What follows belongs to an exercise in optimizing a design on an open flow for small area, a short achievable clock period and few clock cycles; a production flow would make more cautious choices.
Function was checked by simulation only, so behaviour that the tests miss may differ from the original.
No activity file was given, so power comes from the tool's default toggle rates.

===== flow/config.mk =====
export PLATFORM = sky130hd
export DESIGN_NAME = processor
export DESIGN_NICKNAME = processor
export VERILOG_FILES = /design/flow/design.v
export SDC_FILE = /design/flow/constraint.sdc
export NUM_CORES = 8
export LEC_CHECK = 0
export CAP_MARGIN = 20
export CORE_MARGIN = 2
export CORE_UTILIZATION = 55
export CTS_CLUSTER_DIAMETER = 110
export CTS_CLUSTER_SIZE = 24
export SLEW_MARGIN = 20

===== flow/constraint.sdc =====
create_clock -name core_clock -period 32.0 [get_ports {clk}]
set_input_delay 6.4000 -clock core_clock [delete_from_list [all_inputs] [get_ports {clk}]]
set_output_delay 6.4000 -clock core_clock [all_outputs]
set_load 0.01 [all_outputs]

===== flow/design.v =====
module processor (clk,rst,imem_addr,imem_data,dmem_addr,dmem_wdata,dmem_we,dmem_re,dmem_rdata,stat);
    input clk;
    input rst;                   
    output [7:0] imem_addr;
    input [79:0] imem_data;
    output [7:0] dmem_addr;
    output [63:0] dmem_wdata;
    output dmem_we;
    output dmem_re;
    input [63:0] dmem_rdata;
    output [3:0] stat;           
    localparam [3:0] S_AOK = 4'b1000, S_HLT = 4'b0100, S_ADR = 4'b0010, S_INS = 4'b0001;
    integer i;
    reg [7:0]  pc;
    reg [6:0]  pc_hi;            
    reg        x_live;           
    reg [3:0]  x_stat;           
    reg        x_cmov, x_rm, x_mr, x_opq, x_call, x_ret, x_push, x_pop;
    reg        x_retf;           
    reg        x_ldp;            
    reg        x_stp;            
    reg        x_retx;           
    reg        x_rspb;           
    reg        x_sub, x_and, x_xor;
    reg [3:0]  x_fn;
    reg [14:0] x_selA, x_selB;   
    reg [3:0]  x_dst;
    reg        x_wmem;           
    reg [63:0] x_valC;           
    reg        x_stk, x_down;    
    reg [8:0]  x_valP;           
    reg [7:0]  x_ap;             
    reg [6:0]  x_ac;             
    reg [2:0]  x_aq;             
    reg        x_c1;
    reg [7:0]  x_ab;             
    reg        x_bv;             
    reg [7:0]  x_pc;             
    reg        sb_valid;         
    reg [7:0]  sb_addr;
    reg [63:0] sb_data;
    reg        cc_zf, cc_lt;     
    reg        stopped;
    reg [3:0]  stop_stat;
    reg [63:0] rf [0:14];
    function cond(input [3:0] fn, input zf, input lt);
        case (fn)
            4'h0: cond = 1'b1;
            4'h1: cond = lt | zf;
            4'h2: cond = lt;
            4'h3: cond = zf;
            4'h4: cond = ~zf;
            4'h5: cond = ~lt;
            4'h6: cond = ~lt & ~zf;
            default: cond = 1'b0;
        endcase
    endfunction
    function [63:0] addsk(input [63:0] x, input [63:0] y, input cin);
        reg [63:0] g, p, G, P;
        reg [63:0] c;
        integer l, k, j;
        begin
            g = x & y; p = x ^ y;
            G = g; P = p;
            G[0] = g[0] | (p[0] & cin);
            for (l = 0; l < 6; l = l + 1)
                for (k = 0; k < 64; k = k + 1)
                    if ((k >> l) & 1) begin
                        j = ((k >> l) << l) - 1;
                        G[k] = G[k] | (P[k] & G[j]);
                        P[k] = P[k] & P[j];
                    end
            c = {G[62:0], cin};
            addsk = p ^ c;
        end
    endfunction
    reg [63:0] valA, valB;
    always @(*) begin
        valA = 64'd0;
        valB = {56'd0, x_ab & {8{x_bv}}};
        for (i = 0; i < 15; i = i + 1) begin
            valA = valA | ({64{x_selA[i]}} & rf[i]);
            valB[63:8] = valB[63:8] | ({56{x_selB[i]}} & rf[i][63:8]);
        end
    end
    wire [63:0] valY = (x_opq | x_cmov) ? (valA ^ {64{x_sub}}) :
                       x_stk ? {{60{x_down}}, 4'b1000} : x_valC;       
    wire [63:0] sum = addsk(valB, valY, x_sub);
    wire [63:0] pp = valB ^ valY;
    wire [63:0] gg = valB & valY;
    wire [63:0] oo = valB | valY;
    wire [63:0] valE = x_and ? gg : x_xor ? pp : sum;
    wire zf_sum = (pp == {oo[62:0], x_sub});
    wire e_zf = x_and ? (gg == 64'd0) : x_xor ? (pp == 64'd0) : zf_sum;
    wire n63 = x_sub ? (valY[63] ^ (&valY[62:0])) : valY[63];
    wire e_lt = x_and ? gg[63] : x_xor ? pp[63] : ((n63 == valB[63]) ? valB[63] : sum[63]);
    wire a_c2 = x_ac[0];
    wire a_c3 = x_ac[1] | (x_ap[2] & a_c2);
    wire a_c4 = x_ac[4] | (x_aq[0] & a_c2);
    wire a_c5 = x_ac[2] | (x_ap[4] & a_c4);
    wire a_c6 = x_ac[5] | (x_aq[1] & a_c4);
    wire a_c7 = x_ac[3] | (x_ap[6] & a_c6);
    wire a_c8 = x_ac[6] | (x_aq[2] & a_c6);
    wire [8:0] lo_sum = {a_c8, x_ap ^ {a_c7, a_c6, a_c5, a_c4, a_c3, a_c2, x_c1, 1'b0}};
    wire        sum_ok = (pp[8] == lo_sum[8]) & (pp[63:9] == oo[62:8]);
    wire        x_addr_rsp = x_pop | x_ret;
    wire        x_memop = x_rm | x_mr | x_call | x_ret | x_push | x_pop;
    wire        addr_ok = x_addr_rsp ? (valB[63:8] == 56'd0) : sum_ok;
    wire        mem_bad = x_memop & ~addr_ok;
    wire replay = sb_valid & x_ldp & ~stopped;
    wire x_go = x_live & ~stopped & (x_stat == S_AOK) & ~replay;
    wire ret_rd = ~sb_valid & ~x_rspb;
    assign dmem_addr  = sb_valid ? sb_addr : lo_sum[7:0];
    assign dmem_wdata = sb_data;
    assign dmem_we    = sb_valid;
    assign dmem_re    = 1'b1;
    always @(posedge clk) begin
        if (rst)
            sb_valid <= 1'b0;
        else
            sb_valid <= x_stp & ~stopped & addr_ok;
    end
    always @(posedge clk) begin
        sb_addr <= lo_sum[7:0];
        sb_data <= x_call ? {55'd0, x_valP} : valA;
    end
    wire [63:0] wval = (x_wmem | rst) ? dmem_rdata : valE;
    wire        w1 = x_go & (x_dst != 4'hF) & (~x_cmov | cond(x_fn, cc_zf, cc_lt));
    wire        w2 = x_go & x_pop;                   
    wire        we1 = w1;
    wire        we2 = w2;
    function [63:0] rf_init(input integer k);
        case (k)
            1: rf_init = 64'd1;   2: rf_init = 64'd2;   3: rf_init = 64'd3;
            4: rf_init = 64'd14;  7: rf_init = 64'd18;  8: rf_init = 64'd30;
            9: rf_init = 64'd20;  10: rf_init = 64'd22; 13: rf_init = 64'd1;
            14: rf_init = 64'd10;
            default: rf_init = 64'd0;
        endcase
    endfunction
    wire [63:0] wd0 = wval;
    wire [63:0] wd1 = wval | {64{rst}};
    always @(posedge clk) begin
        for (i = 0; i < 15; i = i + 1) begin
            if (rst || (we1 && x_dst == i))
                rf[i] <= (rf_init(i) & wd1) | (~rf_init(i) & wd0);
            else if (i == 4 && we2)
                rf[i] <= valE;
        end
    end
    always @(posedge clk) begin
        if (rst) begin
            cc_zf <= 1'b0;
            cc_lt <= 1'b0;
        end else if (x_go & x_opq) begin
            cc_zf <= e_zf;
            cc_lt <= e_lt;
        end
    end
    always @(posedge clk) begin
        if (rst) begin
            stopped <= 1'b0;
            stop_stat <= S_AOK;
        end else if (x_live & ~stopped & ~replay & ((x_stat != S_AOK) | mem_bad)) begin
            stopped <= 1'b1;
            stop_stat <= (x_stat != S_AOK) ? x_stat : S_ADR;
        end
    end
    assign stat = stopped ? stop_stat : (x_live ? x_stat : S_AOK);
    assign imem_addr = pc;
    wire [3:0]  f_icode = imem_data[79:76];
    wire [3:0]  f_ifun  = imem_data[75:72];
    wire [3:0]  f_rA    = imem_data[71:68];
    wire [3:0]  f_rB    = imem_data[67:64];
    wire [63:0] f_valC  = imem_data[63:0];
    wire [63:0] f_dest  = imem_data[71:8];
    wire pc_bad = |pc_hi;
    wire f_ok = ~pc_bad & (f_icode != 4'h0) & (f_icode < 4'hC);
    wire [3:0] f_stat = pc_bad ? S_ADR : (f_icode >= 4'hC) ? S_INS :
                        (f_icode == 4'h0) ? S_HLT : S_AOK;
    wire f_cmov = f_icode == 4'h2;
    wire f_opq  = f_icode == 4'h6;
    wire f_call = f_icode == 4'h8;
    wire f_usesA = f_cmov | (f_icode == 4'h4) | f_opq | (f_icode == 4'hA);
    wire f_usesB = (f_icode == 4'h4) | (f_icode == 4'h5) | f_opq;
    wire f_stack = f_call | (f_icode == 4'h9) | (f_icode == 4'hA) | (f_icode == 4'hB);
    wire f_down  = f_call | (f_icode == 4'hA);
    reg [7:0] rdB;
    always @(*) begin
        rdB = 8'd0;
        for (i = 0; i < 15; i = i + 1)
            rdB = rdB | ({8{f_rB == i}} & rf[i][7:0]);
    end
    wire [7:0] fwdB = (w1 & (f_rB == x_dst)) ? wval[7:0] : (w2 & (f_rB == 4'd4)) ? valE[7:0] : rdB;
    wire [7:0] fwdS = (w1 & (x_dst == 4'd4)) ? wval[7:0] : w2 ? valE[7:0] : rf[4][7:0];
    wire [7:0] f_ab = f_stack ? fwdS : fwdB;
    wire f_gox = ~rst & ~x_retx & ~replay & f_ok;
    wire f_rmmr = f_gox & ((f_icode == 4'h4) | (f_icode == 4'h5));
    wire [7:0] f_aba = f_rmmr ? fwdB : fwdS;
    wire [7:0] f_aoff = (f_gox & f_down) ? 8'hF8 : f_rmmr ? f_valC[7:0] : 8'h00;
    wire [7:0] f_ag = f_aba & f_aoff;
    wire [7:0] f_ap = f_aba ^ f_aoff;
    wire nz = (x_live & x_opq) ? e_zf : cc_zf;
    wire nl = (x_live & x_opq) ? e_lt : cc_lt;
    wire f_taken = f_call | ((f_icode == 4'h7) & cond(f_ifun, nz, nl));
    wire f_retf = (f_icode == 4'h9) & ret_rd;      
    function [6:0] hi7(input [63:0] v);
        integer k;
        for (k = 0; k < 7; k = k + 1)
            hi7[k] = |v[8*k+8 +: 8];
    endfunction
    wire [8:0] pc1  = {1'b0, pc} + 9'd1;
    wire [8:0] pc2  = {1'b0, pc} + 9'd2;
    wire [8:0] pc9  = {1'b0, pc} + 9'd9;
    wire [8:0] pc10 = {1'b0, pc} + 9'd10;
    reg  [8:0] f_valP;
    always @(*) begin
        case (f_icode)
            4'h2, 4'h6, 4'hA, 4'hB: f_valP = pc2;
            4'h3, 4'h4, 4'h5: f_valP = pc10;
            4'h7, 4'h8: f_valP = pc9;
            default: f_valP = pc1;
        endcase
    end
    always @(posedge clk) begin
        if (rst) begin
            pc <= 8'd0;
            pc_hi <= 7'd0;
        end else if (replay) begin
            pc <= x_pc;
            pc_hi <= 7'd0;
        end else if (x_retx) begin
            pc <= dmem_rdata[7:0];
            pc_hi <= hi7(dmem_rdata);
        end else if (f_retf) begin
            pc <= dmem_rdata[7:0];
            pc_hi <= hi7(dmem_rdata);
        end else if (f_taken) begin
            pc <= f_dest[7:0];
            pc_hi <= hi7(f_dest);
        end else begin
            pc <= f_valP[7:0];
            pc_hi <= {6'd0, f_valP[8]};
        end
    end
    always @(posedge clk) begin
        if (rst)
            x_live <= 1'b0;
        else
            x_live <= ~x_retx & ~replay;
    end
    wire f_go = f_gox;                               
    always @(posedge clk) begin
        x_ldp  <= f_go & ((f_icode == 4'h5) | (f_icode == 4'hB) | ((f_icode == 4'h9) & ~f_retf));
        x_stp  <= f_go & ((f_icode == 4'h4) | (f_icode == 4'hA) | f_call);
        x_retx <= f_go & (f_icode == 4'h9) & ~f_retf;
        x_rspb <= f_go & ((f_icode == 4'h4) | (f_icode == 4'h5) | f_stack |
                          (((f_icode == 4'h2) | (f_icode == 4'h3) | f_opq) & (f_rB == 4'd4)));
    end
    always @(posedge clk) begin
        x_stat  <= f_stat;
        x_cmov  <= f_ok & f_cmov;
        x_rm    <= f_ok & (f_icode == 4'h4);
        x_mr    <= f_ok & (f_icode == 4'h5);
        x_opq   <= f_ok & f_opq;
        x_call  <= f_ok & f_call;
        x_ret   <= f_ok & (f_icode == 4'h9);
        x_retf  <= f_retf;
        x_push  <= f_ok & (f_icode == 4'hA);
        x_pop   <= f_ok & (f_icode == 4'hB);
        x_sub   <= f_opq & (f_ifun[1:0] == 2'd1);
        x_and   <= f_opq & (f_ifun[1:0] == 2'd2);
        x_xor   <= f_opq & (f_ifun[1:0] == 2'd3);
        x_fn    <= f_ifun;
        for (i = 0; i < 15; i = i + 1) begin
            x_selA[i] <= f_usesA & (f_rA == i);
            x_selB[i] <= f_stack ? (i == 4) : f_usesB & (f_rB == i);
        end
        case (f_icode)
            4'h2, 4'h3, 4'h6: x_dst <= f_rB;
            4'h5, 4'hB:       x_dst <= f_rA;
            4'h8, 4'h9, 4'hA: x_dst <= 4'd4;
            default:          x_dst <= 4'hF;
        endcase
        x_wmem <= (f_icode == 4'h5) | (f_icode == 4'hB);
        x_valC <= f_valC;
        x_stk  <= f_stack;
        x_down <= f_down;
        x_valP <= f_valP;
        x_ap   <= f_ap;
        x_pc   <= pc;
        x_ab   <= f_ab;
        x_bv   <= f_stack | f_usesB;
        x_c1   <= f_ag[0];
        x_ac   <= {f_ag[7] | (f_ap[7] & f_ag[6]), f_ag[5] | (f_ap[5] & f_ag[4]),
                   f_ag[3] | (f_ap[3] & f_ag[2]), f_ag[6], f_ag[4], f_ag[2],
                   f_ag[1] | (f_ap[1] & f_ag[0])};
        x_aq   <= {f_ap[7] & f_ap[6], f_ap[5] & f_ap[4], f_ap[3] & f_ap[2]};
    end
endmodule

===== flow/flow/run.sh =====
#!/bin/bash
# The standard layout, with buf_4 as the buffer on every port in place of
# the default choice (a slow delay cell). After global placement each port
# buffer is resized to its load (port_buffers.tcl), and logic gates that
# drive many pins get a stronger drive (fanout_sizing.tcl), before the
# standard design-rule repair.
set -euo pipefail
export BUFFER_PORTS_ARGS="-buffer_cell sky130_fd_sc_hd__buf_4"
export POST_GLOBAL_PLACE_TCL="$PWD/flow/port_buffers.tcl"
export PRE_RESIZE_TCL="$PWD/flow/fanout_sizing.tcl"
bash standard.sh finish > standard.log 2>&1

===== flow/flow/fanout_sizing.tcl =====
# Drive strength by fanout: a logic gate of drive 0 or 1 whose output
# drives 8 or more pins becomes drive 2, with 16 or more drive 4, where the
# library has that size. Flip-flops are left alone.
set n2 0
set n4 0
foreach inst [get_cells *] {
  set master [get_property $inst ref_name]
  if {![regexp {^(sky130_fd_sc_hd__[a-z0-9]+)_([01])$} $master -> base drive]} { continue }
  if {[regexp {__(df|edf|sdf|dl|conb|tap|fill|decap|diode)} $base]} { continue }
  set fanout 0
  foreach out [get_pins -of_objects $inst -filter "direction==output"] {
    set net [get_nets -quiet -of_objects $out]
    if {$net == ""} { continue }
    set fanout [expr {max($fanout, [llength [get_pins -quiet -of_objects $net -filter "direction==input"]])}]
  }
  set target ""
  if {$fanout >= 16 && [llength [get_lib_cells -quiet ${base}_4]] > 0} {
    set target ${base}_4
    incr n4
  } elseif {$fanout >= 8 && [llength [get_lib_cells -quiet ${base}_2]] > 0} {
    set target ${base}_2
    incr n2
  }
  if {$target != ""} { replace_cell $inst $target }
}
puts "fanout_sizing: $n2 to drive 2, $n4 to drive 4"

===== flow/flow/port_buffers.tcl =====
# Resize the port buffers that buffer_ports inserted: an input buffer that
# drives many pins becomes buf_8, the others and the output buffers buf_2.
set n_big 0
set n_small 0
foreach inst [get_cells -quiet {input* output*}] {
  set name [get_full_name $inst]
  set out [get_pins -of_objects $inst -filter "direction==output"]
  set net [get_nets -of_objects $out]
  set fanout [llength [get_pins -of_objects $net -filter "direction==input"]]
  if {[string match "input*" $name] && $fanout >= 10} {
    replace_cell $inst sky130_fd_sc_hd__buf_8
    incr n_big
  } else {
    replace_cell $inst sky130_fd_sc_hd__buf_2
    incr n_small
  }
}
puts "port_buffers: $n_big buf_8, $n_small buf_2"

===== flow/standard.sh =====
#!/bin/bash
# synth_recipe.tcl (not shown) runs the flow's synth.tcl, then flattens the netlist and writes it again
# the make line also repeats each setting of config.mk as NAME=value (left out here)
make -C /OpenROAD-flow-scripts/flow DESIGN_CONFIG=/design/flow/config.mk WORK_HOME=/design/flow/orfs CLKGATE_MAP_FILE= SYNTH_SCRIPT=/design/flow/synth_recipe.tcl "${@:-finish}"

==> Flow_metrics.wiki, run 1 <==
{| class="wikitable"
! Metric !! Value
|-
| Number of rows created at floorplan || ~120
|-
| Cell breakdown of the critical path || a21o_1, a21o_1, ha_1, nor2_1, xnor2_1, mux2_2, buf_2
|-
| First-pass GRT wire length || 355000 µm
|-
| DRT Pass-1 Iters || 14
|-
| Crit path required time || roughly 26 ns
|-
| Biggest area contributors in the synthesized netlist || sky130_fd_sc_hd__edfxtp_1, sky130_fd_sc_hd__a22oi_1, sky130_fd_sc_hd__dfxtp_1
|-
| Most common cell in the netlist || sky130_fd_sc_hd__edfxtp_1
|-
| Worst slack, placed || 22.69 ns
|-
| Commonest cells post-synth || sky130_fd_sc_hd__edfxtp_1, sky130_fd_sc_hd__a22oi_1, sky130_fd_sc_hd__nand2_1, sky130_fd_sc_hd__dfxtp_1, sky130_fd_sc_hd__a21oi_1
|-
| Area fraction in and, or, nand and nor cells after synthesis || between 10 and 15%
|-
| Share of the core filled with cells in the final layout || between 60% and 70%
|-
| Flops & latches, synth || between 1000 and 1500
|-
| Number of cells produced by synthesis || between 4000 and 5000
|-
| Overall die height || approximately 330 µm
|-
| Die footprint || ~110000 µm²
|-
| Width of the die || 327 µm
|-
| Number of buffers inserted during clock tree synthesis || 57
|-
| Final HPWL DP || around 160000 µm
|-
| Static leakage power || around 22 nW
|-
| Final Power || roughly 3.7 mW
|-
| Slew Viols, Final || 0
|-
| Post-Synthesis Mean Instance Area || ~12 µm²
|-
| Worst hold path stage count || 0
|-
| Portion of synthesized cell area occupied by the leading cell type || between 50% and 60%
|-
| Setup Skew || just under 0.03 ns
|-
| Post-CTS sizing || 0
|-
| Synthesized-area fraction occupied by ao, oa, aoi and oai cells || between 10% and 20%
|-
| Cell taking the most area after synthesis || sky130_fd_sc_hd__edfxtp_1
|-
| Detailed-route wire length || ~260000 µm
|-
| Multiplexer area fraction after synthesis || between 1.5 and 2%
|-
| Power per standard cell area || about 60 nW/µm²
|-
| Final Hold Viols || 0
|-
| Worst-case vdd ir drop || roughly 0.063 mV
|-
| Worst-path clk slew || about 0.1 ns
|-
| Critical Path Source Type || register
|-
| Largest delay contributor family on the critical path || compound AO/OA/AOI/OAI gates
|-
| Global routing's busiest layer || met2
|-
| Count of nets after finishing || between 5000 and 6000
|-
| Tightest hold margin || 0.421 ns
|-
| Start point of the worst hold path || pc[7]
|-
| Remaining max-slew budget at the tightest pin || between 10% and 20%
|-
| Hold Crit Endpoint || x_pc[7]
|-
| Part of the cycle the worst path needs || a little over a quarter
|-
| Max-Cap Viols || 0
|-
| CTS root buf || sky130_fd_sc_hd__clkbuf_16
|-
| Final setup violation count || 0
|-
| Area growth, synth to finish || 8.18%
|-
| Remaining design rule violation count || 0
|-
| Overall via count from detail_route || just under 50000
|-
| Buffer count from post-CTS setup fixing || 0
|-
| Cell at the slowest stage of the critical path || sky130_fd_sc_hd__dfxtp_1
|-
| Final critical path time including I/O delays and setup || just under 9 ns
|-
| Type of the worst setup path || reg -> out
|-
| Max FO, Critical Path || 2
|-
| Worst-Skew Late Latency || approximately 0.74 ns
|-
| H-tree depth || 2
|-
| Max Clock Freq || around 120 MHz
|-
| Critical path buffers and inverters || 1
|-
| Grt met1 use || 63.7%
|-
| Run status || complete, no violations
|-
| Max incr delay on CP || 0.33 ns
|-
| Proportion of synthesized chip area in sequential cells || about three fifths
|-
| Worst R2R Path Depth || 18
|-
| Count of synthesis-stage warnings from yosys || 2
|-
| Crit path arrival time || 2.29 ns
|-
| Total routing usage reported by global routing || 47.5%
|-
| Drt wl/cell || roughly 41 µm
|-
| R2R Path Start || x_selA[1]
|-
| TritonCTS clock tree || done
|-
| Most used cell along the critical path || sky130_fd_sc_hd__a21o_1
|-
| Critical Path Start || x_ac[0]
|-
| DRC marker count from the first detailed-route iteration || approximately 11000
|-
| Synth Cell Area || 57400 µm²
|-
| Async set-reset flop share out of synthesis || 0%
|-
| Post-cts hold buffer count || 0
|-
| Port Buffers || 230
|-
| Grt met3 use || between 15 and 20%
|-
| Synth Area in Adders || under 10%
|-
| Count of flip-flops with a built-in enable after synthesis || 960
|-
| Maximum number of pins on one net before global-route repair || 60
|-
| Clk sink count || 1225
|-
| Overflow left after global routing || 0
|-
| Main synth FF type || sky130_fd_sc_hd__edfxtp_1
|-
| Grt met2 use || approximately two thirds
|-
| Residual antenna-violating net count after detailed routing || 0
|-
| Xor and xnor fraction of the mapped netlist area || under 10%
|-
| Hold/Removal Path Class || reg -> reg
|-
| Share of cells above drive strength 1 || 12.8%
|-
| Starting density of the core || ~55%
|-
| Cell variety after synth || 86
|-
| Post-route setup TNS || 0 ns
|-
| Antenna violations before repair || 13
|-
| Clk buf depth || 3
|-
| Area inside the core boundary || 103000 µm²
|-
| Unrepaired setup endpoints after global routing || false
|-
| Combinational family with the most area after synthesis || compound AO/OA/AOI/OAI gates
|-
| Final Worst Setup Slack || 23.31 ns
|-
| Transition time at the pin with the least slew margin || about 1.2 ns
|-
| Number of vias per cell after detailed routing || ~7.8
|-
| Top-level I/O count || between 200 and 250
|-
| Via count of the first global-routing pass || ~46000
|-
| Setup slack, reg-to-reg || approximately 24 ns
|-
| Synthesized Nets || 5131
|-
| Worst reg2reg path endpoint || pc[6]
|-
| Kind of end point of the critical path || output pin
|}
## cell usage in the layout, fill, tap and decap left out, drive strengths merged, types with 53 or more instances in the layout
cell	instances
dfxtp	265
nor2	236
and3	59
nand3	138
ha	142
a222oi	120
a21oi	260
clkbuf	103
buf	363
a22oi	717
xnor2	107
o21ai	163
inv	181
nand2	281
nand4	123
nor4	96
nor3	74
edfxtp	960
mux2i	53
## worst reg2reg max path: stages, from the launching register on
cell                       delay [ns]
sky130_fd_sc_hd__dfxtp_4         0.79
sky130_fd_sc_hd__buf_4           0.56
sky130_fd_sc_hd__buf_4           0.57
sky130_fd_sc_hd__a22oi_1         0.19
sky130_fd_sc_hd__and4_1          0.25
sky130_fd_sc_hd__a311oi_1        0.83
sky130_fd_sc_hd__ha_1            0.53
sky130_fd_sc_hd__xnor2_1         0.32
sky130_fd_sc_hd__nor4_1          0.54
sky130_fd_sc_hd__nand4_1         0.21
sky130_fd_sc_hd__nor4_1          0.74
sky130_fd_sc_hd__a31oi_1         0.17
sky130_fd_sc_hd__o32a_1          0.37
sky130_fd_sc_hd__a31o_1          0.30
sky130_fd_sc_hd__mux2_2          0.23
sky130_fd_sc_hd__nand3_1         0.11
sky130_fd_sc_hd__mux2i_2         0.79
sky130_fd_sc_hd__nor3_1          0.13
sky130_fd_sc_hd__a311o_1         0.35
## flip-flops by register name, summed over array words and instances, names as in the netlist, 9 cells and up
name	cells
rf	960
sb_data	64
x_selA	15
x_selB	15
x_valC	64
x_valP	9
## report_power, final
group	internal, mW	leakage (nW)	switching, mW
Clock	0.342	0.771	0.515
Sequential	1.99	11.7	0.132
Combinational	0.214	9.57	0.511
Total	2.55	22.1	1.16
## layout make-up
cell class                 instances  area (µm²)
inverter                         179         672
antenna                            7        17.5
sequential                      1225       34300
timing repair buffer             363        2260
fill                            8406       41400
clock inverter                     2        26.3
tap                             1380        1730
clock buffer                     103        1600
multi-input combinational       3081       21600
## routing by layer
metal	routed length [µm]	vias up
li1	-	19200
met1	91200	23700
met2	106000	5261
met3	45100	1179
met4	19700	14
met5	149	-
## per-stage QoR
stage          cells  instance area [µm²]
6_report        6340                62100
2_1_floorplan   4836                57400
3_5_place_dp    6227                60400
4_1_cts         6332                62100
3_3_place_gp    6227                60700
5_1_grt         6334                62100
## worst max-delay path by stage
| stage | to | slack, ns | depth (start not counted) |
|---|---|---|---|
| final | dmem_addr[7] | 23.31 | 7 |
| after global routing | rf[4][52] | 23.22 | 8 |
| after CTS | dmem_addr[7] | 23.29 | 7 |
| after detailed placement | rf[4][52] | 22.69 | 8 |
| after global placement | pc[6] | 22.38 | 14 |
| after floorplan | rf[1][0] | 21.98 | 4 |
## kinds of logic after synthesis
kind of cell,after synthesis
fa+ha+maj,150
other cells,1
compound gates,1548
xor+xnor,133
mux,104
simple gates,1145
buf+inv,530
flops,1225
Testbench counts, summed over its fixed seeds: cycles 35,385.
==> inputs of run 2 (changes only) <==
--- a/flow/config.mk
+++ b/flow/config.mk
@@ -7,7 +7,7 @@
 export LEC_CHECK = 0
 export CAP_MARGIN = 20
 export CORE_MARGIN = 2
-export CORE_UTILIZATION = 55
+export CORE_UTILIZATION = 45
 export CTS_CLUSTER_DIAMETER = 110
 export CTS_CLUSTER_SIZE = 24
 export SLEW_MARGIN = 20
==> Flow_metrics.wiki, run 2 <==
{| class="wikitable"
! Metric !! Value
|-
| Die footprint || 130000 µm² (was 107000 µm²)
|-
| Most common cell in the netlist || sky130_fd_sc_hd__edfxtp_1 (unchanged)
|-
| Final standard cell count with taps included and fillers excluded || 6617 (was 6340)
|-
| Number of buffers inserted during clock tree synthesis || 58 (was 57)
|-
| Remaining max-slew budget at the tightest pin || 17.1% (was 17.5%)
|-
| Run status || complete, no violations (unchanged)
|-
| Async set-reset flop share out of synthesis || 0% (unchanged)
|-
| Type of the worst setup path || reg -> out (unchanged)
|-
| Share of cells above drive strength 1 || 12.7% (was 12.8%)
|-
| Main synth FF type || sky130_fd_sc_hd__edfxtp_1 (unchanged)
|-
| Top reg by flops || rf (unchanged)
|-
| Worst slack, placed || 22.85 ns (was 22.69 ns)
|-
| Largest delay contributor family on the critical path || compound AO/OA/AOI/OAI gates (unchanged)
|-
| Regs by FF count || rf (960), sb_data (64), x_valC (64) (unchanged)
|-
| Unrepaired setup endpoints after global routing || false (unchanged)
|-
| Maximum number of pins on one net before global-route repair || 63 (was 60)
|-
| Transition time at the pin with the least slew margin || 1.23 ns (about the same)
|-
| Count of flip-flops with a built-in enable after synthesis || 960 (unchanged)
|-
| Buffer count from post-CTS setup fixing || 0 (unchanged)
|-
| TritonCTS clock tree || done (unchanged)
|-
| Max Clock Freq || 115 MHz (about the same)
|-
| Kind of end point of the critical path || output pin (unchanged)
|-
| FILL cells || 11300 (was 8406)
|-
| Commonest cells after routing, fill and taps aside || sky130_fd_sc_hd__edfxtp_1, sky130_fd_sc_hd__a22oi_1, sky130_fd_sc_hd__nand2_1 (unchanged)
|-
| Setup Skew || 0.0435 ns (was 0.0288 ns)
|-
| Critical path buffers and inverters || 1 (unchanged)
|-
| Final setup violation count || 0 (unchanged)
|-
| Cell at the slowest stage of the critical path || sky130_fd_sc_hd__dfxtp_1 (unchanged)
|-
| Crit path arrival time || 2.31 ns (was 2.29 ns)
|-
| Number of vias per cell after detailed routing || 7.37 (was 7.79)
|-
| Residual antenna-violating net count after detailed routing || 0 (unchanged)
|-
| Synth Cell Area || 57400 µm² (unchanged)
|-
| Count of synthesis-stage warnings from yosys || 2 (unchanged)
|-
| Overflow left after global routing || 0 (unchanged)
|-
| Post-cts hold buffer count || 0 (unchanged)
|-
| Most used cell along the critical path || sky130_fd_sc_hd__a21o_1 (unchanged)
|-
| Part of the cycle the worst path needs || 27.2% (about the same)
|-
| Commonest cells post-synth || sky130_fd_sc_hd__edfxtp_1, sky130_fd_sc_hd__a22oi_1, sky130_fd_sc_hd__nand2_1, sky130_fd_sc_hd__dfxtp_1, sky130_fd_sc_hd__a21oi_1 (unchanged)
|-
| Width of the die || 361 µm (was 327 µm)
|-
| Via count of the first global-routing pass || 45500 (was 45600)
|-
| Critical Path Stages || 7 (unchanged)
|-
| Max incr delay on CP || 0.33 ns (about the same)
|-
| Crit path required time || 25.60 ns (about the same)
|-
| Portion of synthesized cell area occupied by the leading cell type || 50.2% (unchanged)
|-
| Flops & latches, synth || 1225 (unchanged)
|-
| Number of cells produced by synthesis || 4836 (unchanged)
|-
| Finished layout cell area || 62500 µm² (was 62100 µm²)
|-
| Total routing usage reported by global routing || 39.2% (was 47.5%)
|-
| Final Hold Viols || 0 (unchanged)
|-
| Final Power || 3.73 mW (was 3.70 mW)
|-
| Final Worst Setup Slack || 23.29 ns (was 23.31 ns)
|-
| # placed instances || 6500 (was 6227)
|-
| Proportion of synthesized chip area in sequential cells || 59.4% (unchanged)
|-
| Final HPWL DP || 165000 µm (was 163000 µm)
|-
| Starting density of the core || 45.2% (was 55.5%)
|-
| Synthesized Nets || 5131 (unchanged)
|-
| Detailed-route wire length || 265000 µm (was 262000 µm)
|-
| Number of rows created at floorplan || 131 (was 118)
|-
| Cell variety after synth || 86 (unchanged)
|-
| Worst hold path stage count || 0 (unchanged)
|-
| Cell taking the most area after synthesis || sky130_fd_sc_hd__edfxtp_1 (unchanged)
|-
| Critical Path Source Type || register (unchanged)
|-
| Max-Cap Viols || 0 (unchanged)
|-
| Biggest area contributors in the synthesized netlist || sky130_fd_sc_hd__edfxtp_1, sky130_fd_sc_hd__a22oi_1, sky130_fd_sc_hd__dfxtp_1 (unchanged)
|-
| CTS root buf || sky130_fd_sc_hd__clkbuf_16 (unchanged)
|-
| Hold/Removal Path Class || reg -> reg (unchanged)
|-
| Worst-path clk slew || 0.09 ns (was 0.10 ns)
|-
| DRC marker count from the first detailed-route iteration || 10200 (was 11400)
|-
| Drt wl/cell || 40.0 µm (was 41.3 µm)
|-
| H-tree depth || 2 (unchanged)
|-
| Count of nets after finishing || 5193 (was 5202)
|-
| Overall die height || 361 µm (was 327 µm)
|-
| Remaining design rule violation count || 0 (unchanged)
|-
| Final critical path time including I/O delays and setup || 8.71 ns (was 8.69 ns)
|-
| Post-DP Area || 60700 µm² (was 60400 µm²)
|-
| Worst-case vdd ir drop || 0.0464 mV (was 0.0630 mV)
|-
| Worst-Skew Late Latency || 0.75 ns (was 0.74 ns)
|-
| Area inside the core boundary || 127000 µm² (was 103000 µm²)
|-
| Post-route setup TNS || 0 ns (unchanged)
|-
| Flip-flop count of the largest register, all copies and words added || 960 (unchanged)
|-
| Share of the core filled with cells in the final layout || 49.2% (was 60.0%)
|-
| Clk buf depth || 3 (unchanged)
|-
| Area growth, synth to finish || 8.84% (was 8.18%)
|-
| Post-CTS sizing || 0 (unchanged)
|-
| Cell breakdown of the critical path || a21o_1, a21o_1, ha_1, nor2_1, xnor2_1, mux2_2, buf_2 (unchanged)
|-
| Top-level I/O count || 232 (unchanged)
|-
| Clk sink count || 1225 (unchanged)
|-
| First-pass GRT wire length || 360000 µm (was 355000 µm)
|-
| Power per standard cell area || 59.6 nW/µm² (about the same)
|-
| Tightest hold margin || 0.374 ns (was 0.421 ns)
|-
| Antenna violations before repair || 15 (was 13)
|-
| Overall via count from detail_route || 48800 (was 49400)
|-
| Post-Synthesis Mean Instance Area || 11.9 µm² (unchanged)
|-
| Commonest non-fill, non-tap cell in the layout || sky130_fd_sc_hd__edfxtp_1 (unchanged)
|-
| DRT Pass-1 Iters || 13 (was 14)
|-
| Slew Viols, Final || 0 (unchanged)
|-
| Static leakage power || 22.1 nW (about the same)
|-
| Port Buffers || 230 (unchanged)
|-
| Max FO, Critical Path || 2 (unchanged)
|-
| Worst R2R Path Depth || 18 (unchanged)
|}
[run 2: changes by cell type in the layout (fill, tap and decap cells not counted), moves of 2 or more]
cell and change:
sky130_fd_sc_hd__a311oi_1 +3, sky130_fd_sc_hd__a311oi_2 -3, sky130_fd_sc_hd__buf_4 -9, sky130_fd_sc_hd__clkbuf_1 -4
sky130_fd_sc_hd__clkbuf_16 +5, sky130_fd_sc_hd__nor3b_1 -2, sky130_fd_sc_hd__nor3b_2 +2, sky130_fd_sc_hd__nor4_4 -2
sky130_fd_sc_hd__o21ai_0 -2, sky130_fd_sc_hd__o21ai_2 +2
[run 2: cell families after synthesis]
kind of cell             Yosys count  synth area share (%)
other                              1               0.00653
multiplexers                     104                  1.96
flip-flops                      1225                  59.4
AO/OA/AOI/OAI                   1548                  19.3
adder cells (fa/ha/maj)          150                  3.36
XOR/XNOR                         133                  2.04
buffers and inverters            530                  3.87
AND/OR/NAND/NOR                 1145                  10.0
[run 2: power by group]
part           total, mW  switching (mW)  internal [mW]
clock network      0.883           0.516          0.367
registers           2.13           0.136           1.99
logic              0.715           0.502          0.212
[run 2: worst paths after layout]
kind / slack [ns] / start / to
worst max-delay path: 23.29 / x_ac[0] / dmem_addr[7]
worst min-delay path: 0.37 / x_ap[0] / sb_addr[0]
worst max register to register: 24.00 / x_cmov / pc[6]
worst min register to register: 0.37 / x_ap[0] / sb_addr[0]
[run 2: cell type report]
cell class	instances	area, µm²	share of cell area, %
well taps	1662	2080	3.33
flip-flops and latches	1225	34300	54.8
repair buffers	353	2180	3.50
inverters	179	672	1.07
clock inverters	5	52.6	0.0841
multi-input cells	3081	21500	34.5
clock buffers	104	1710	2.73
diodes	8	20.0	0.0320
[run 2: metal layers]
| metal | vias up | share of wire (%) | GRT usage (%) | routed length (µm) |
|---|---|---|---|---|
| li1 | 19200 | - | - | - |
| met1 | 23700 | 36 | 52.2 | 95100 |
| met2 | 4819 | 41 | 56.2 | 109000 |
| met3 | 1056 | 16 | 13.8 | 43500 |
| met4 | 18 | 6.3 | 20.7 | 16700 |
| met5 | - | 0.045 | 0 | 120 |
==> inputs of run 3 (changes only) <==
--- a/flow/flow/fanout_sizing.tcl
+++ b/flow/flow/fanout_sizing.tcl
@@ -1,12 +1,12 @@
 # Drive strength by fanout: a logic gate of drive 0 or 1 whose output
 # drives 8 or more pins becomes drive 2, with 16 or more drive 4, where the
-# library has that size. Flip-flops are left alone.
+# library has that size (flip-flops keep their type, only the drive changes).
 set n2 0
 set n4 0
 foreach inst [get_cells *] {
   set master [get_property $inst ref_name]
   if {![regexp {^(sky130_fd_sc_hd__[a-z0-9]+)_([01])$} $master -> base drive]} { continue }
-  if {[regexp {__(df|edf|sdf|dl|conb|tap|fill|decap|diode)} $base]} { continue }
+  if {[regexp {__(sdf|dl|conb|tap|fill|decap|diode)} $base]} { continue }
   set fanout 0
   foreach out [get_pins -of_objects $inst -filter "direction==output"] {
     set net [get_nets -quiet -of_objects $out]
==> Flow_metrics.wiki, run 3 <==
{| class="wikitable"
! Metric !! Value
|-
| Transition time at the pin with the least slew margin || 1.21 ns (was 1.23 ns)
|-
| DRT Pass-1 Iters || 9 (was 13)
|-
| Hold/Removal Path Class || reg -> reg (unchanged)
|-
| Final critical path time including I/O delays and setup || 8.67 ns (was 8.71 ns)
|-
| Post-route setup TNS || 0 ns (unchanged)
|-
| TritonCTS clock tree || done (unchanged)
|-
| Slew Viols, Final || 0 (unchanged)
|-
| Type of the worst setup path || reg -> out (unchanged)
|-
| Async set-reset flop share out of synthesis || 0% (unchanged)
|-
| Remaining max-slew budget at the tightest pin || 19.0% (was 17.1%)
|-
| Commonest non-fill, non-tap cell in the layout || sky130_fd_sc_hd__edfxtp_1 (unchanged)
|-
| Regs by FF count || rf (960), sb_data (64), x_valC (64) (unchanged)
|-
| Max-Cap Viols || 0 (unchanged)
|-
| Setup Skew || 0.0292 ns (was 0.0435 ns)
|-
| Number of cells produced by synthesis || 4836 (unchanged)
|-
| Area growth, synth to finish || 8.91% (was 8.84%)
|-
| Most common cell in the netlist || sky130_fd_sc_hd__edfxtp_1 (unchanged)
|-
| Final HPWL DP || 165000 µm (about the same)
|-
| Portion of synthesized cell area occupied by the leading cell type || 50.2% (unchanged)
|-
| Kind of end point of the critical path || output pin (unchanged)
|-
| CTS root buf || sky130_fd_sc_hd__clkbuf_16 (unchanged)
|-
| Crit path arrival time || 2.27 ns (was 2.31 ns)
|-
| Most used cell along the critical path || sky130_fd_sc_hd__a21o_1 (unchanged)
|-
| Residual antenna-violating net count after detailed routing || 0 (unchanged)
|-
| Antenna violations before repair || 15 (unchanged)
|-
| Cell taking the most area after synthesis || sky130_fd_sc_hd__edfxtp_1 (unchanged)
|-
| Overall die height || 361 µm (unchanged)
|-
| Remaining design rule violation count || 0 (unchanged)
|-
| Run status || complete, no violations (unchanged)
|-
| Final Power || 3.74 mW (was 3.73 mW)
|-
| Clk buf depth || 3 (unchanged)
|-
| Cell breakdown of the critical path || a21o_1, a21o_1, ha_1, nor2_1, xnor2_1, mux2_2, buf_2 (unchanged)
|-
| Unrepaired setup endpoints after global routing || false (unchanged)
|-
| Worst-path clk slew || 0.10 ns (was 0.09 ns)
|-
| Port Buffers || 230 (unchanged)
|-
| Top reg by flops || rf (unchanged)
|-
| Proportion of synthesized chip area in sequential cells || 59.4% (unchanged)
|-
| Drt wl/cell || 40.0 µm (about the same)
|-
| Static leakage power || 22.1 nW (about the same)
|-
| Share of cells above drive strength 1 || 12.8% (was 12.7%)
|-
| Overflow left after global routing || 0 (unchanged)
|-
| First-pass GRT wire length || 361000 µm (was 360000 µm)
|-
| Post-CTS sizing || 0 (unchanged)
|-
| Cell variety after synth || 86 (unchanged)
|-
| Number of buffers inserted during clock tree synthesis || 58 (unchanged)
|-
| H-tree depth || 2 (unchanged)
|-
| Buffer count from post-CTS setup fixing || 0 (unchanged)
|-
| Overall via count from detail_route || 48600 (was 48800)
|-
| Total routing usage reported by global routing || 39.3% (was 39.2%)
|-
| Commonest cells after routing, fill and taps aside || sky130_fd_sc_hd__edfxtp_1, sky130_fd_sc_hd__a22oi_1, sky130_fd_sc_hd__nand2_1 (unchanged)
|-
| Worst-Skew Late Latency || 0.74 ns (was 0.75 ns)
|-
| Part of the cycle the worst path needs || 27.1% (was 27.2%)
|-
| Synthesized Nets || 5131 (unchanged)
|-
| Post-Synthesis Mean Instance Area || 11.9 µm² (unchanged)
|-
| Biggest area contributors in the synthesized netlist || sky130_fd_sc_hd__edfxtp_1, sky130_fd_sc_hd__a22oi_1, sky130_fd_sc_hd__dfxtp_1 (unchanged)
|-
| Top-level I/O count || 232 (unchanged)
|-
| Final Hold Viols || 0 (unchanged)
|-
| Maximum number of pins on one net before global-route repair || 63 (unchanged)
|-
| Critical Path Source Type || register (unchanged)
|-
| Max Clock Freq || 115 MHz (about the same)
|-
| Synth Cell Area || 57400 µm² (unchanged)
|-
| Width of the die || 361 µm (unchanged)
|-
| Final setup violation count || 0 (unchanged)
|-
| Max FO, Critical Path || 2 (unchanged)
|-
| Clk sink count || 1225 (unchanged)
|-
| Commonest cells post-synth || sky130_fd_sc_hd__edfxtp_1, sky130_fd_sc_hd__a22oi_1, sky130_fd_sc_hd__nand2_1, sky130_fd_sc_hd__dfxtp_1, sky130_fd_sc_hd__a21oi_1 (unchanged)
|-
| Area inside the core boundary || 127000 µm² (unchanged)
|-
| Max incr delay on CP || 0.33 ns (about the same)
|-
| Via count of the first global-routing pass || 45500 (about the same)
|-
| Post-cts hold buffer count || 0 (unchanged)
|-
| Number of rows created at floorplan || 131 (unchanged)
|-
| Die footprint || 130000 µm² (unchanged)
|-
| Crit path required time || 25.60 ns (about the same)
|-
| Number of vias per cell after detailed routing || 7.35 (was 7.37)
|-
| Starting density of the core || 45.2% (unchanged)
|-
| Worst-case vdd ir drop || 0.0445 mV (was 0.0464 mV)
|-
| Count of synthesis-stage warnings from yosys || 2 (unchanged)
|-
| Power per standard cell area || 59.7 nW/µm² (was 59.6 nW/µm²)
|-
| Flip-flop count of the largest register, all copies and words added || 960 (unchanged)
|-
| Detailed-route wire length || 264000 µm (was 265000 µm)
|-
| Count of nets after finishing || 5194 (was 5193)
|-
| Flops & latches, synth || 1225 (unchanged)
|-
| Main synth FF type || sky130_fd_sc_hd__edfxtp_1 (unchanged)
|-
| DRC marker count from the first detailed-route iteration || 10200 (about the same)
|-
| Cell at the slowest stage of the critical path || sky130_fd_sc_hd__dfxtp_1 (unchanged)
|-
| Count of flip-flops with a built-in enable after synthesis || 960 (unchanged)
|}
-- run 3: changes by cell type in the layout (fill, tap and decap cells not counted), sizes merged --
cell | before | now
clkinv | 1 | 0
bufinv | 0 | 1
buf | 353 | 354
clkbuf | 104 | 105
diode | 8 | 7
clkinvlp | 1 | 0
-- run 3: logic make-up (layout without fill, tap and decap cells) --
group,after synthesis,count (layout),share of synthesized area (%)
xor gates and xnor gates,133,133,2.04
other,1,8,0.00653
buffers and inverters,530,642,3.87
DFF,1225,1225,59.4
muxes,104,104,1.96
adders and majority gates,150,150,3.36
and+or+nand+nor,1145,1145,10.0
AOI/OAI and AO/OA,1548,1548,19.3
-- run 3: path summary, 6_finish.rpt --
| check | endpoint | start | slack (ns) | cells after the start |
|---|---|---|---|---|
| worst max-delay path | dmem_addr[7] | x_ac[0] | 23.33 | 7 |
| worst min-delay path | sb_addr[0] | x_ap[0] | 0.36 | 0 |
| worst max register to register | pc[6] | x_cmov | 24.07 | 18 |
| worst min register to register | sb_addr[0] | x_ap[0] | 0.36 | 0 |
-- run 3: layout make-up --
cell class / count / area [µm²]
Timing Repair Buffer: 354 / 2190
Inverter: 179 / 672
Tap cell: 1662 / 2080
Clock inverter: 4 / 73.8
Clock buffer: 105 / 1710
Antenna cell: 7 / 17.5
Sequential cell: 1225 / 34300
Fill cell: 11200 / 64500
Multi-Input combinational cell: 3081 / 21500
-- run 3: stage by stage --
stage | hold slack (ns) | std cells | setup slack [ns] | area, µm² | utilization (%)
finish | 0.355 | 6617 | 23.33 | 62500 | 49.2
detailed placement | 0.351 | 6500 | 22.85 | 60700 | 47.8
floorplan | 0.327 | 4836 | 21.98 | 57400 | -
CTS | 0.359 | 6609 | 23.26 | 62500 | 49.2
global placement | 0.364 | 6500 | 22.49 | 61000 | 48.0
global route | 0.370 | 6610 | 23.23 | 62500 | 49.2
-- run 3: power breakdown --
part | switching (mW) | internal (mW) | total [mW]
logic | 0.503 | 0.213 | 0.715
clock network | 0.518 | 0.375 | 0.893
registers | 0.136 | 1.99 | 2.13
total | 1.16 | 2.58 | 3.74
-- run 3: worst max-delay path: cells and delay by family (launching register included) --
family | cells | cell delay, ns
xor gates and xnor gates | 1 | 0.10
DFF | 1 | 0.33
buffers and inverters | 1 | 0.14
AOI/OAI and AO/OA | 2 | 0.40
and+or+nand+nor | 1 | 0.12
adders and majority gates | 1 | 0.18
muxes | 1 | 0.27
-- run 3: layer usage --
metal	vias up	global-route usage, %	share of wire [%]
met4	18	20.8	6.5
met1	23600	52.3	36
met5	-	0	0.037
met2	4743	56.2	41
li1	19200	-	-
met3	1016	13.7	16
==> inputs of run 4 (changes only) <==
--- a/flow/flow/fanout_sizing.tcl
+++ b/flow/flow/fanout_sizing.tcl
@@ -1,5 +1,5 @@
 # Drive strength by fanout: a logic gate of drive 0 or 1 whose output
-# drives 8 or more pins becomes drive 2, with 16 or more drive 4, where the
+# drives 6 or more pins becomes drive 2, with 12 or more drive 4, where the
 # library has that size (flip-flops keep their type, only the drive changes).
 set n2 0
 set n4 0
@@ -14,10 +14,10 @@
     set fanout [expr {max($fanout, [llength [get_pins -quiet -of_objects $net -filter "direction==input"]])}]
   }
   set target ""
-  if {$fanout >= 16 && [llength [get_lib_cells -quiet ${base}_4]] > 0} {
+  if {$fanout >= 12 && [llength [get_lib_cells -quiet ${base}_4]] > 0} {
     set target ${base}_4
     incr n4
-  } elseif {$fanout >= 8 && [llength [get_lib_cells -quiet ${base}_2]] > 0} {
+  } elseif {$fanout >= 6 && [llength [get_lib_cells -quiet ${base}_2]] > 0} {
     set target ${base}_2
     incr n2
   }
==> Flow_metrics.wiki, run 4 <==
{| class="wikitable"
! Metric !! Value
|-
| Synthesized Nets || 5131 (unchanged)
|-
| # placed instances || 6500 (unchanged)
|-
| Post-CTS sizing || 0 (unchanged)
|-
| Synth Cell Area || 57400 µm² (unchanged)
|-
| Max-Cap Viols || 0 (unchanged)
|-
| Worst setup path end || dmem_addr[7] (unchanged)
|-
| Area fraction in and, or, nand and nor cells after synthesis || 10.0% (unchanged)
|-
| Async set-reset flop share out of synthesis || 0% (unchanged)
|-
| Hold/Removal Path Class || reg -> reg (unchanged)
|-
| Setup Skew || 0.0414 ns (was 0.0292 ns)
|-
| FILL cells || 11200 (about the same)
|-
| Share of cells above drive strength 1 || 13.9% (was 12.8%)
|-
| Via count of the first global-routing pass || 45600 (was 45500)
|-
| Final critical path time including I/O delays and setup || 8.69 ns (was 8.67 ns)
|-
| Top-level I/O count || 232 (unchanged)
|-
| Total routing usage reported by global routing || 39.2% (was 39.3%)
|-
| Slew Viols, Final || 0 (unchanged)
|-
| Critical Path Source Type || register (unchanged)
|-
| Count of flip-flops with a built-in enable after synthesis || 960 (unchanged)
|-
| Proportion of synthesized chip area in sequential cells || 59.4% (unchanged)
|-
| Cell variety after synth || 86 (unchanged)
|-
| Number of cells produced by synthesis || 4836 (unchanged)
|-
| Area growth, synth to finish || 9.36% (was 8.91%)
|-
| H-tree depth || 2 (unchanged)
|-
| Static leakage power || 22.1 nW (about the same)
|-
| Unrepaired setup endpoints after global routing || false (unchanged)
|-
| Biggest area contributors in the synthesized netlist || sky130_fd_sc_hd__edfxtp_1, sky130_fd_sc_hd__a22oi_1, sky130_fd_sc_hd__dfxtp_1 (unchanged)
|-
| Setup slack, reg-to-reg || 24.11 ns (was 24.07 ns)
|-
| Flops & latches, synth || 1225 (unchanged)
|-
| Synth Area in Adders || 3.36% (unchanged)
|-
| Power per standard cell area || 59.4 nW/µm² (was 59.7 nW/µm²)
|-
| Post-Synthesis Mean Instance Area || 11.9 µm² (unchanged)
|-
| Most common cell in the netlist || sky130_fd_sc_hd__edfxtp_1 (unchanged)
|-
| Combinational family with the most area after synthesis || compound AO/OA/AOI/OAI gates (unchanged)
|-
| Multiplexer area fraction after synthesis || 1.96% (unchanged)
|-
| Starting density of the core || 45.2% (unchanged)
|-
| Count of synthesis-stage warnings from yosys || 2 (unchanged)
|-
| Residual antenna-violating net count after detailed routing || 0 (unchanged)
|-
| Die footprint || 130000 µm² (unchanged)
|-
| Worst-Skew Late Latency || 0.75 ns (was 0.74 ns)
|-
| Worst-case vdd ir drop || 0.0503 mV (was 0.0445 mV)
|-
| Final setup violation count || 0 (unchanged)
|-
| Flip-flop count of the largest register, all copies and words added || 960 (unchanged)
|-
| Count of nets after finishing || 5193 (was 5194)
|-
| First-pass GRT wire length || 360000 µm (was 361000 µm)
|-
| Part of the cycle the worst path needs || 27.1% (about the same)
|-
| Kind of end point of the critical path || output pin (unchanged)
|-
| Commonest non-fill, non-tap cell in the layout || sky130_fd_sc_hd__edfxtp_1 (unchanged)
|-
| Portion of synthesized cell area occupied by the leading cell type || 50.2% (unchanged)
|-
| Xor and xnor fraction of the mapped netlist area || 2.04% (unchanged)
|-
| DRC marker count from the first detailed-route iteration || 10400 (was 10200)
|-
| Synthesized-area fraction occupied by ao, oa, aoi and oai cells || 19.3% (unchanged)
|-
| Buffer count from post-CTS setup fixing || 0 (unchanged)
|-
| Main synth FF type || sky130_fd_sc_hd__edfxtp_1 (unchanged)
|-
| Detailed-route wire length || 265000 µm (was 264000 µm)
|-
| Final Power || 3.73 mW (was 3.74 mW)
|-
| Remaining design rule violation count || 0 (unchanged)
|-
| Overall via count from detail_route || 49000 (was 48600)
|-
| DRT Pass-1 Iters || 13 (was 9)
|-
| Drt wl/cell || 40.0 µm (about the same)
|-
| Transition time at the pin with the least slew margin || 1.20 ns (was 1.21 ns)
|-
| Number of vias per cell after detailed routing || 7.40 (was 7.35)
|-
| Worst R2R Path Depth || 18 (unchanged)
|-
| Clk buf depth || 3 (unchanged)
|-
| Final Hold Viols || 0 (unchanged)
|-
| Post-cts hold buffer count || 0 (unchanged)
|-
| Overall die height || 361 µm (unchanged)
|-
| Port Buffers || 230 (unchanged)
|-
| R2R Path Start || x_cmov (unchanged)
|-
| Crit path required time || 25.60 ns (about the same)
|-
| Number of rows created at floorplan || 131 (unchanged)
|-
| TritonCTS clock tree || done (unchanged)
|-
| Maximum number of pins on one net before global-route repair || 63 (unchanged)
|-
| Regs by FF count || rf (960), sb_data (64), x_valC (64) (unchanged)
|-
| Area inside the core boundary || 127000 µm² (unchanged)
|-
| Width of the die || 361 µm (unchanged)
|-
| Cell taking the most area after synthesis || sky130_fd_sc_hd__edfxtp_1 (unchanged)
|-
| Number of buffers inserted during clock tree synthesis || 57 (was 58)
|-
| Max FO, Critical Path || 2 (unchanged)
|-
| Worst reg2reg path endpoint || pc[6] (unchanged)
|-
| Top reg by flops || rf (unchanged)
|-
| Commonest cells post-synth || sky130_fd_sc_hd__edfxtp_1, sky130_fd_sc_hd__a22oi_1, sky130_fd_sc_hd__nand2_1, sky130_fd_sc_hd__dfxtp_1, sky130_fd_sc_hd__a21oi_1 (unchanged)
|-
| Post-route setup TNS || 0 ns (unchanged)
|-
| Crit path arrival time || 2.29 ns (was 2.27 ns)
|-
| Critical Path Start || x_ac[0] (unchanged)
|-
| Antenna violations before repair || 12 (was 15)
|-
| Commonest cells after routing, fill and taps aside || sky130_fd_sc_hd__edfxtp_1, sky130_fd_sc_hd__a22oi_1, sky130_fd_sc_hd__a21oi_1 (was sky130_fd_sc_hd__edfxtp_1, sky130_fd_sc_hd__a22oi_1, sky130_fd_sc_hd__nand2_1)
|-
| Run status || complete, no violations (unchanged)
|-
| Max Clock Freq || 115 MHz (about the same)
|-
| Overflow left after global routing || 0 (unchanged)
|-
| Worst-path clk slew || 0.10 ns (about the same)
|-
| Final HPWL DP || 165000 µm (about the same)
|-
| Remaining max-slew budget at the tightest pin || 19.4% (was 19.0%)
|-
| Final standard cell count with taps included and fillers excluded || 6616 (was 6617)
|-
| Clk sink count || 1225 (unchanged)
|-
| CTS root buf || sky130_fd_sc_hd__clkbuf_16 (unchanged)
|-
| Type of the worst setup path || reg -> out (unchanged)
|}
run 4: logic make-up (layout without fill, tap and decap cells):
family | count (synthesis) | after routing
multiplexers | 104 | 104
flip-flops | 1225 | 1225
buffers and inverters | 530 | 640
XOR/XNOR | 133 | 133
other | 1 | 9
AO/OA/AOI/OAI | 1548 | 1548
adder cells (fa/ha/maj) | 150 | 150
AND/OR/NAND/NOR | 1145 | 1145
run 4: per-stage QoR:
step | worst slack, ns | cell area, µm² | util [%] | hold WS (ns)
floorplan | 21.98 | 57400 | - | 0.327
global placement | 22.49 | 61000 | 48.0 | 0.364
detailed placement | 22.91 | 61100 | 48.1 | 0.353
CTS | 23.27 | 62800 | 49.4 | 0.366
global route | 23.22 | 62800 | 49.4 | 0.375
finish | 23.31 | 62800 | 49.4 | 0.364
run 4: worst max-delay path, stage by stage, from the launching register on:
cell and delay [ns]:
sky130_fd_sc_hd__dfxtp_1 0.33, sky130_fd_sc_hd__a21o_1 0.21, sky130_fd_sc_hd__a21o_1 0.20, sky130_fd_sc_hd__ha_1 0.18, sky130_fd_sc_hd__nor2_1 0.12, sky130_fd_sc_hd__xnor2_1 0.10
sky130_fd_sc_hd__mux2_2 0.28, sky130_fd_sc_hd__buf_2 0.14
run 4: how the worst min path moves through the flow:
stage | start | to | depth (start not counted)
2_1_floorplan | x_ap[0] | sb_addr[0] | 0
3_3_place_gp | x_ap[0] | sb_addr[0] | 0
3_5_place_dp | x_ap[0] | sb_addr[0] | 0
4_1_cts | x_ap[0] | sb_addr[0] | 0
5_1_grt | x_ap[0] | sb_addr[0] | 0
6_report | x_ap[0] | sb_addr[0] | 0
run 4: final cells by class:
type | instances | area, µm² | area share [%]
multi-input cells | 3081 | 21900 | 34.8
clock inverters | 4 | 36.3 | 0.0578
diodes | 8 | 20.0 | 0.0319
well taps | 1662 | 2080 | 3.31
repair buffers | 354 | 2190 | 3.49
clock buffers | 103 | 1660 | 2.65
inverters | 179 | 677 | 1.08
flip-flops and latches | 1225 | 34300 | 54.6
run 4: per-layer routing:
layer	global-route usage [%]	share of wire (%)	vias to the layer above
met2	55.6	41	4849
met1	52.3	36	23800
met3	13.8	16	1087
li1	-	-	19200
met4	21.3	6.8	14
met5	0	0.034	-
run 4: where the power goes:
part / internal (mW) / leakage [nW] / switching (mW)
Combinational: 0.221 / 9.52 / 0.511
Sequential: 1.99 / 11.7 / 0.135
Clock: 0.355 / 0.810 / 0.515
==> inputs of run 5 (changes only) <==
--- a/flow/flow/fanout_sizing.tcl
+++ b/flow/flow/fanout_sizing.tcl
@@ -1,12 +1,12 @@
 # Drive strength by fanout: a logic gate of drive 0 or 1 whose output
 # drives 6 or more pins becomes drive 2, with 12 or more drive 4, where the
-# library has that size (flip-flops keep their type, only the drive changes).
+# library has that size. Flip-flops are left alone.
 set n2 0
 set n4 0
 foreach inst [get_cells *] {
   set master [get_property $inst ref_name]
   if {![regexp {^(sky130_fd_sc_hd__[a-z0-9]+)_([01])$} $master -> base drive]} { continue }
-  if {[regexp {__(sdf|dl|conb|tap|fill|decap|diode)} $base]} { continue }
+  if {[regexp {__(df|edf|sdf|dl|conb|tap|fill|decap|diode)} $base]} { continue }
   set fanout 0
   foreach out [get_pins -of_objects $inst -filter "direction==output"] {
     set net [get_nets -quiet -of_objects $out]
==> Flow_metrics.wiki, run 5 <==
{| class="wikitable"
! Metric !! Value
|-
| Run status || complete, no violations (unchanged)
|-
| Worst-Skew Late Latency || 0.74 ns (was 0.75 ns)
|-
| Final Hold Viols || 0 (unchanged)
|-
| Remaining max-slew budget at the tightest pin || 13.6% (was 19.4%)
|-
| Final HPWL DP || 165000 µm (about the same)
|-
| Proportion of synthesized chip area in sequential cells || 59.4% (unchanged)
|-
| Count of flip-flops with a built-in enable after synthesis || 960 (unchanged)
|-
| Top-level I/O count || 232 (unchanged)
|-
| Power per standard cell area || 59.3 nW/µm² (was 59.4 nW/µm²)
|-
| Port Buffers || 230 (unchanged)
|-
| Grt met1 use || 52.2% (was 52.3%)
|-
| Slew Viols, Final || 0 (unchanged)
|-
| Worst hold path stage count || 0 (unchanged)
|-
| Count of synthesis-stage warnings from yosys || 2 (unchanged)
|-
| Crit path arrival time || 2.26 ns (was 2.29 ns)
|-
| Flip-flop count of the largest register, all copies and words added || 960 (unchanged)
|-
| Clk buf depth || 3 (unchanged)
|-
| Width of the die || 361 µm (unchanged)
|-
| Antenna violations before repair || 13 (was 12)
|-
| Commonest cells after routing, fill and taps aside || sky130_fd_sc_hd__edfxtp_1, sky130_fd_sc_hd__a22oi_1, sky130_fd_sc_hd__a21oi_1 (unchanged)
|-
| Flops & latches, synth || 1225 (unchanged)
|-
| Commonest cells post-synth || sky130_fd_sc_hd__edfxtp_1, sky130_fd_sc_hd__a22oi_1, sky130_fd_sc_hd__nand2_1, sky130_fd_sc_hd__dfxtp_1, sky130_fd_sc_hd__a21oi_1 (unchanged)
|-
| Global routing's busiest layer || met2 (unchanged)
|-
| Most common cell in the netlist || sky130_fd_sc_hd__edfxtp_1 (unchanged)
|-
| Final critical path time including I/O delays and setup || 8.66 ns (was 8.69 ns)
|-
| Count of nets after finishing || 5192 (was 5193)
|-
| Unrepaired setup endpoints after global routing || false (unchanged)
|-
| Grt met2 use || 56.2% (was 55.6%)
|-
| H-tree depth || 2 (unchanged)
|-
| Buffer count from post-CTS setup fixing || 0 (unchanged)
|-
| Cell variety after synth || 86 (unchanged)
|-
| Grt met3 use || 13.6% (was 13.8%)
|-
| Overall die height || 361 µm (unchanged)
|-
| Portion of synthesized cell area occupied by the leading cell type || 50.2% (unchanged)
|-
| Number of cells produced by synthesis || 4836 (unchanged)
|-
| Post-route setup TNS || 0 ns (unchanged)
|-
| Area inside the core boundary || 127000 µm² (unchanged)
|-
| Number of rows created at floorplan || 131 (unchanged)
|-
| CTS root buf || sky130_fd_sc_hd__clkbuf_16 (unchanged)
|-
| Part of the cycle the worst path needs || 27.1% (about the same)
|-
| Worst-case vdd ir drop || 0.0493 mV (was 0.0503 mV)
|-
| Static leakage power || 22.1 nW (about the same)
|-
| Hold/Removal Path Class || reg -> reg (unchanged)
|-
| Number of buffers inserted during clock tree synthesis || 57 (unchanged)
|-
| Post-cts hold buffer count || 0 (unchanged)
|-
| Clk sink count || 1225 (unchanged)
|-
| Remaining design rule violation count || 0 (unchanged)
|-
| Maximum number of pins on one net before global-route repair || 63 (unchanged)
|-
| Crit path required time || 25.60 ns (about the same)
|-
| FILL cells || 11200 (about the same)
|-
| Number of vias per cell after detailed routing || 7.36 (was 7.40)
|-
| Synthesized Nets || 5131 (unchanged)
|-
| Post-CTS sizing || 0 (unchanged)
|-
| Critical Path Source Type || register (unchanged)
|-
| Worst-path clk slew || 0.10 ns (about the same)
|-
| Overall via count from detail_route || 48700 (was 49000)
|-
| Final setup violation count || 0 (unchanged)
|-
| Overflow left after global routing || 0 (unchanged)
|-
| Kind of end point of the critical path || output pin (unchanged)
|-
| Transition time at the pin with the least slew margin || 1.29 ns (was 1.20 ns)
|-
| Post-Synthesis Mean Instance Area || 11.9 µm² (unchanged)
|-
| Total routing usage reported by global routing || 39.2% (about the same)
|-
| Type of the worst setup path || reg -> out (unchanged)
|-
| Die footprint || 130000 µm² (unchanged)
|-
| Biggest area contributors in the synthesized netlist || sky130_fd_sc_hd__edfxtp_1, sky130_fd_sc_hd__a22oi_1, sky130_fd_sc_hd__dfxtp_1 (unchanged)
|-
| Max-Cap Viols || 0 (unchanged)
|-
| Setup Skew || 0.0331 ns (was 0.0414 ns)
|-
| Starting density of the core || 45.2% (unchanged)
|-
| Drt wl/cell || 40.0 µm (about the same)
|-
| Via count of the first global-routing pass || 45600 (about the same)
|-
| Synth Cell Area || 57400 µm² (unchanged)
|-
| Max Clock Freq || 115 MHz (about the same)
|-
| Residual antenna-violating net count after detailed routing || 0 (unchanged)
|-
| Final Power || 3.72 mW (was 3.73 mW)
|-
| DRT Pass-1 Iters || 10 (was 13)
|-
| Post-DP Area || 61100 µm² (about the same)
|-
| Regs by FF count || rf (960), sb_data (64), x_valC (64) (unchanged)
|-
| Worst R2R Path Depth || 18 (unchanged)
|-
| Area growth, synth to finish || 9.33% (was 9.36%)
|-
| Share of cells above drive strength 1 || 13.7% (was 13.9%)
|-
| Top reg by flops || rf (unchanged)
|-
| Finished layout cell area || 62800 µm² (about the same)
|-
| DRC marker count from the first detailed-route iteration || 10000 (was 10400)
|-
| Detailed-route wire length || 264000 µm (was 265000 µm)
|-
| Cell taking the most area after synthesis || sky130_fd_sc_hd__edfxtp_1 (unchanged)
|-
| Commonest non-fill, non-tap cell in the layout || sky130_fd_sc_hd__edfxtp_1 (unchanged)
|-
| TritonCTS clock tree || done (unchanged)
|-
| Main synth FF type || sky130_fd_sc_hd__edfxtp_1 (unchanged)
|-
| Share of the core filled with cells in the final layout || 49.4% (about the same)
|-
| First-pass GRT wire length || 360000 µm (about the same)
|-
| Async set-reset flop share out of synthesis || 0% (unchanged)
|-
| Max FO, Critical Path || 2 (unchanged)
|}
run 5: logic make-up (layout without fill, tap and decap cells):
family / after synthesis / after routing / synth area share, %
multiplexers: 104 / 104 / 1.96
XOR/XNOR: 133 / 133 / 2.04
buffers and inverters: 530 / 639 / 3.87
AND/OR/NAND/NOR: 1145 / 1145 / 10.0
other: 1 / 4 / 0.00653
adder cells (fa/ha/maj): 150 / 150 / 3.36
AO/OA/AOI/OAI: 1548 / 1548 / 19.3
flip-flops: 1225 / 1225 / 59.4
run 5: area by class of cell:
class,instances,area (µm²),share of cell area [%]
flip-flops and latches,1225,34300,54.6
multi-input cells,3081,21900,34.9
repair buffers,353,2180,3.48
well taps,1662,2080,3.31
clock buffers,103,1660,2.65
inverters,179,677,1.08
clock inverters,4,37.5,0.0598
diodes,3,7.51,0.0120
run 5: metal layers:
metal,vias to the layer above,part of all wire [%]
met2,4751,41
met4,14,6.5
met1,23600,36
met3,1066,16
met5,-,0.031
li1,19200,-
run 5: where the power goes:
| group | switching, mW | total, mW | leakage [nW] | internal (mW) |
|---|---|---|---|---|
| Clock | 0.512 | 0.868 | 0.806 | 0.355 |
| Combinational | 0.509 | 0.730 | 9.52 | 0.221 |
| Sequential | 0.136 | 2.13 | 11.7 | 1.99 |
run 5: worst max-delay path, cell delays in order (launching register included):
cell and delay [ns]:
sky130_fd_sc_hd__dfxtp_1 0.33, sky130_fd_sc_hd__a21o_1 0.20, sky130_fd_sc_hd__a21o_1 0.20, sky130_fd_sc_hd__ha_1 0.18, sky130_fd_sc_hd__nor2_1 0.12, sky130_fd_sc_hd__xnor2_1 0.10, sky130_fd_sc_hd__mux2_2 0.27, sky130_fd_sc_hd__buf_2 0.14
run 5: path summary, 6_finish.rpt:
check        startpoint      endpoint  slack [ns]
max             x_ac[0]  dmem_addr[7]       23.34
min             x_ap[0]    sb_addr[0]        0.36
max reg2reg      x_cmov         pc[6]       23.87
min reg2reg     x_ap[0]    sb_addr[0]        0.36
run 5: metrics by stage:
step | setup WS, ns | hold slack, ns | instances
2_1_floorplan | 21.98 | 0.327 | 4836
3_3_place_gp | 22.49 | 0.364 | 6500
3_5_place_dp | 22.89 | 0.350 | 6500
4_1_cts | 23.28 | 0.360 | 6607
5_1_grt | 23.21 | 0.370 | 6607
6_report | 23.34 | 0.356 | 6610

-- port drivers added, routing unchanged --
The results above use ideal ports. As a check the final layouts listed here were re-extracted and re-timed, cells and wires unchanged.
Step 1 assumes that a clkbuf_16 drives the clock port and a buf_2 every other input.
Step 2 also shifts input and output timing later by t, the mid clock arrival at the registers, as if the neighbouring blocks saw the same clock.
a / b / c = no drivers / after step 1 / after step 2; a / b = the first two.
| run | shift t [ns] | setup WS [ns] | latest minus earliest clock arrival (ns) | worst register clock-pin slew, ns |
|---|---|---|---|---|
| run 1 | 0.799 | 23.310 / 23.232 / 22.544 | 0.029 / 0.029 | 0.11 / 0.11 |
| run 2 | 0.805 | 23.294 / 23.215 / 22.700 | 0.043 / 0.043 | 0.11 / 0.11 |
| run 3 | 0.807 | 23.331 / 23.252 / 22.672 | 0.030 / 0.030 | 0.11 / 0.11 |
| run 4 | 0.811 | 23.313 / 23.232 / 22.745 | 0.042 / 0.042 | 0.11 / 0.11 |
| run 5 | 0.801 | 23.339 / 23.261 / 22.729 | 0.033 / 0.033 | 0.11 / 0.11 |
After both steps every run listed still meets setup and hold. The setup slack of run 1, which loses most, moves by -0.078 ns with the drivers and by -0.766 ns with both steps.
